Source: an optimization exercise on an open RTL-to-GDS flow (aim: small area). Production flows keep margins and buffers that such runs may drop.
The clock port is modelled as an ideal driver, which makes a skipped or thinned clock tree look cheaper than it is; a real chip needs a root buffer or a tree.
Power and IR drop assume default switching activity.

== indigo ==
## i2s
module i2s(
    input               rst_i,
    input               mck_i,
    input               lrck_i,
    input               bck_i,
    input               data_i,
    output              mck_o,
    output              lrck_o,
    output              data_o,
    output reg          sdo,
    output reg          sync
);
clock: 10.0 ns
lec_check: 0
cap_margin: 20
core_margin: 2
core_utilization: 40
slew_margin: 20
standard.sh (not shown) runs the stock make flow with config.mk's settings and CLKGATE_MAP_FILE= SYNTH_SCRIPT=/design/flow/synth_recipe.tcl, a recipe that flattens the netlist after the stock synthesis.
==> flow/flow/run.sh <==
#!/bin/bash
# The standard layout (standard.sh), with three changes:
#  - ports are buffered with buf_1 instead of the default clkdlybuf4s50_1;
#  - the clock tree is a flat one (flow/flat_cts.tcl): the clock port drives
#    3 sky130_fd_sc_hd__clkbuf_8 cells, each driving a cluster of nearby clock sinks;
#  - power recovery (downsizing off the critical paths) after global routing.
# make's output goes to standard.log, each step's log to orfs/logs/.
set -euo pipefail
export BUFFER_PORTS_ARGS="-buffer_cell sky130_fd_sc_hd__buf_1"
export PRE_CTS_TCL="$PWD/flow/flat_cts.tcl"
export FLAT_CTS_N=3
export FLAT_CTS_CELL=sky130_fd_sc_hd__clkbuf_8
export FLAT_CTS_NET=bck_i
export RECOVER_POWER=0
bash standard.sh > standard.log 2>&1
==> flow/flow/flat_cts.tcl <==
# Flat clock tree used in place of TritonCTS (sourced as PRE_CTS_TCL).
# The clock port drives FLAT_CTS_N buffers of type FLAT_CTS_CELL directly; the
# clock sinks are split into FLAT_CTS_N groups by k-means on their placed
# locations, and each buffer, placed at its group's centre, drives one group.
proc clock_tree_synthesis { args } {
  set block [ord::get_db_block]
  set db [ord::get_db]
  set n $::env(FLAT_CTS_N)
  set master [$db findMaster $::env(FLAT_CTS_CELL)]
  set clk [$block findNet $::env(FLAT_CTS_NET)]
  set sinks {}
  foreach it [$clk getITerms] {
    set inst [$it getInst]
    set bb [$inst getBBox]
    set x [expr {([$bb xMin] + [$bb xMax]) / 2.0}]
    set y [expr {([$bb yMin] + [$bb yMax]) / 2.0}]
    lappend sinks [list $it $x $y]
  }
  set m [llength $sinks]
  puts "flat_cts: $m sinks on [$clk getName], $n buffers of [$master getName]"
  # initial centres: sinks spread along x
  set sorted [lsort -real -index 1 $sinks]
  set cx {}; set cy {}
  for {set i 0} {$i < $n} {incr i} {
    set s [lindex $sorted [expr {int(($i + 0.5) * $m / $n)}]]
    lappend cx [lindex $s 1]; lappend cy [lindex $s 2]
  }
  set cap [expr {int(ceil(double($m) / $n))}]
  for {set iter 0} {$iter < 30} {incr iter} {
    # balanced assignment: sinks take their nearest centre with room left,
    # most constrained (largest gap between best and worst) first
    set order {}
    foreach s $sinks {
      set ds {}
      for {set i 0} {$i < $n} {incr i} {
        lappend ds [expr {abs([lindex $s 1] - [lindex $cx $i]) + abs([lindex $s 2] - [lindex $cy $i])}]
      }
      set mn [tcl::mathfunc::min {*}$ds]; set mx [tcl::mathfunc::max {*}$ds]
      lappend order [list [expr {$mx - $mn}] $s $ds]
    }
    set order [lsort -real -decreasing -index 0 $order]
    set cnt [lrepeat $n 0]
    set groups [lrepeat $n {}]
    foreach o $order {
      set s [lindex $o 1]; set ds [lindex $o 2]
      set best -1
      set idx {}
      for {set i 0} {$i < $n} {incr i} { lappend idx [list $i [lindex $ds $i]] }
      foreach p [lsort -real -index 1 $idx] {
        set i [lindex $p 0]
        if {[lindex $cnt $i] < $cap} { set best $i; break }
      }
      lset cnt $best [expr {[lindex $cnt $best] + 1}]
      lset groups $best [concat [lindex $groups $best] [list $s]]
    }
    set ncx {}; set ncy {}
    for {set i 0} {$i < $n} {incr i} {
      set sx 0.0; set sy 0.0; set g [lindex $groups $i]
      foreach s $g { set sx [expr {$sx + [lindex $s 1]}]; set sy [expr {$sy + [lindex $s 2]}] }
      lappend ncx [expr {$sx / [llength $g]}]; lappend ncy [expr {$sy / [llength $g]}]
    }
    set cx $ncx; set cy $ncy
  }
  for {set i 0} {$i < $n} {incr i} {
    set buf [odb::dbInst_create $block $master "flatcts_buf_$i"]
    set w [[$buf getMaster] getWidth]; set h [[$buf getMaster] getHeight]
    $buf setLocation [expr {int([lindex $cx $i] - $w / 2)}] [expr {int([lindex $cy $i] - $h / 2)}]
    $buf setPlacementStatus PLACED
    set net [odb::dbNet_create $block "flatcts_net_$i"]
    $net setSigType CLOCK
    foreach s [lindex $groups $i] {
      set it [lindex $s 0]
      $it disconnect
      $it connect $net
    }
    [$buf findITerm A] connect $clk
    [$buf findITerm X] connect $net
    puts "flat_cts: buffer $i at ([lindex $cx $i], [lindex $cy $i]) drives [llength [lindex $groups $i]] sinks"
  }
  set_propagated_clock [all_clocks]
}
The inputs of maple differ from those of indigo as listed below.
==> flow/flow/run.sh <==
#!/bin/bash
# The standard layout (standard.sh), with three changes:
#  - ports are buffered with buf_1 instead of the default clkdlybuf4s50_1;
#  - the clock tree is a flat one (flow/flat_cts.tcl): the clock port drives
#    4 sky130_fd_sc_hd__clkbuf_4 cells, each driving a cluster of nearby clock sinks;
#  - power recovery (downsizing off the critical paths) after global routing.
# make's output goes to standard.log, each step's log to orfs/logs/.
set -euo pipefail
export BUFFER_PORTS_ARGS="-buffer_cell sky130_fd_sc_hd__buf_1"
export PRE_CTS_TCL="$PWD/flow/flat_cts.tcl"
export FLAT_CTS_N=4
export FLAT_CTS_CELL=sky130_fd_sc_hd__clkbuf_4
export FLAT_CTS_NET=bck_i
export RECOVER_POWER=100
bash standard.sh > standard.log 2>&1
==> summary.txt <==
maple vs indigo, total non-filler cell area in the finished layout went down by 1.6%. Diff indigo -> maple: sequential share of layout area moved up; final cell count climbed about 0.7%. maple finished end to end and its layout was clean on timing, DRC and antenna.
#### Input delta (willow over maple)
==> flow/flow/run.sh <==
#!/bin/bash
# The standard layout (standard.sh), with three changes:
#  - ports are buffered with buf_1 instead of the default clkdlybuf4s50_1;
#  - the clock tree is a flat one (flow/flat_cts.tcl): the clock port drives
#    3 sky130_fd_sc_hd__clkbuf_8 cells, each driving a cluster of nearby clock sinks;
#  - power recovery (downsizing off the critical paths) after global routing.
# make's output goes to standard.log, each step's log to orfs/logs/.
set -euo pipefail
export BUFFER_PORTS_ARGS="-buffer_cell sky130_fd_sc_hd__buf_1"
export PRE_CTS_TCL="$PWD/flow/flat_cts.tcl"
export FLAT_CTS_N=3
export FLAT_CTS_CELL=sky130_fd_sc_hd__clkbuf_8
export FLAT_CTS_NET=bck_i
export RECOVER_POWER=100
bash standard.sh > standard.log 2>&1
Notes after the runs:
Compared with maple, willow shows a area of all placed cells without fillers that is about 0.7% higher.
Compared with maple, willow shows a via count that is 1.3% lower.
Total power is lower on maple
On number of gates on the worst path with buffers counted, willow tracks maple almost exactly.
Final cell count was higher in the run labelled maple.
No run of this note included a check of the RTL's function; only the layout flow was run. No run of this note takes its clock network from TritonCTS; it comes from the design's own scripts or RTL.
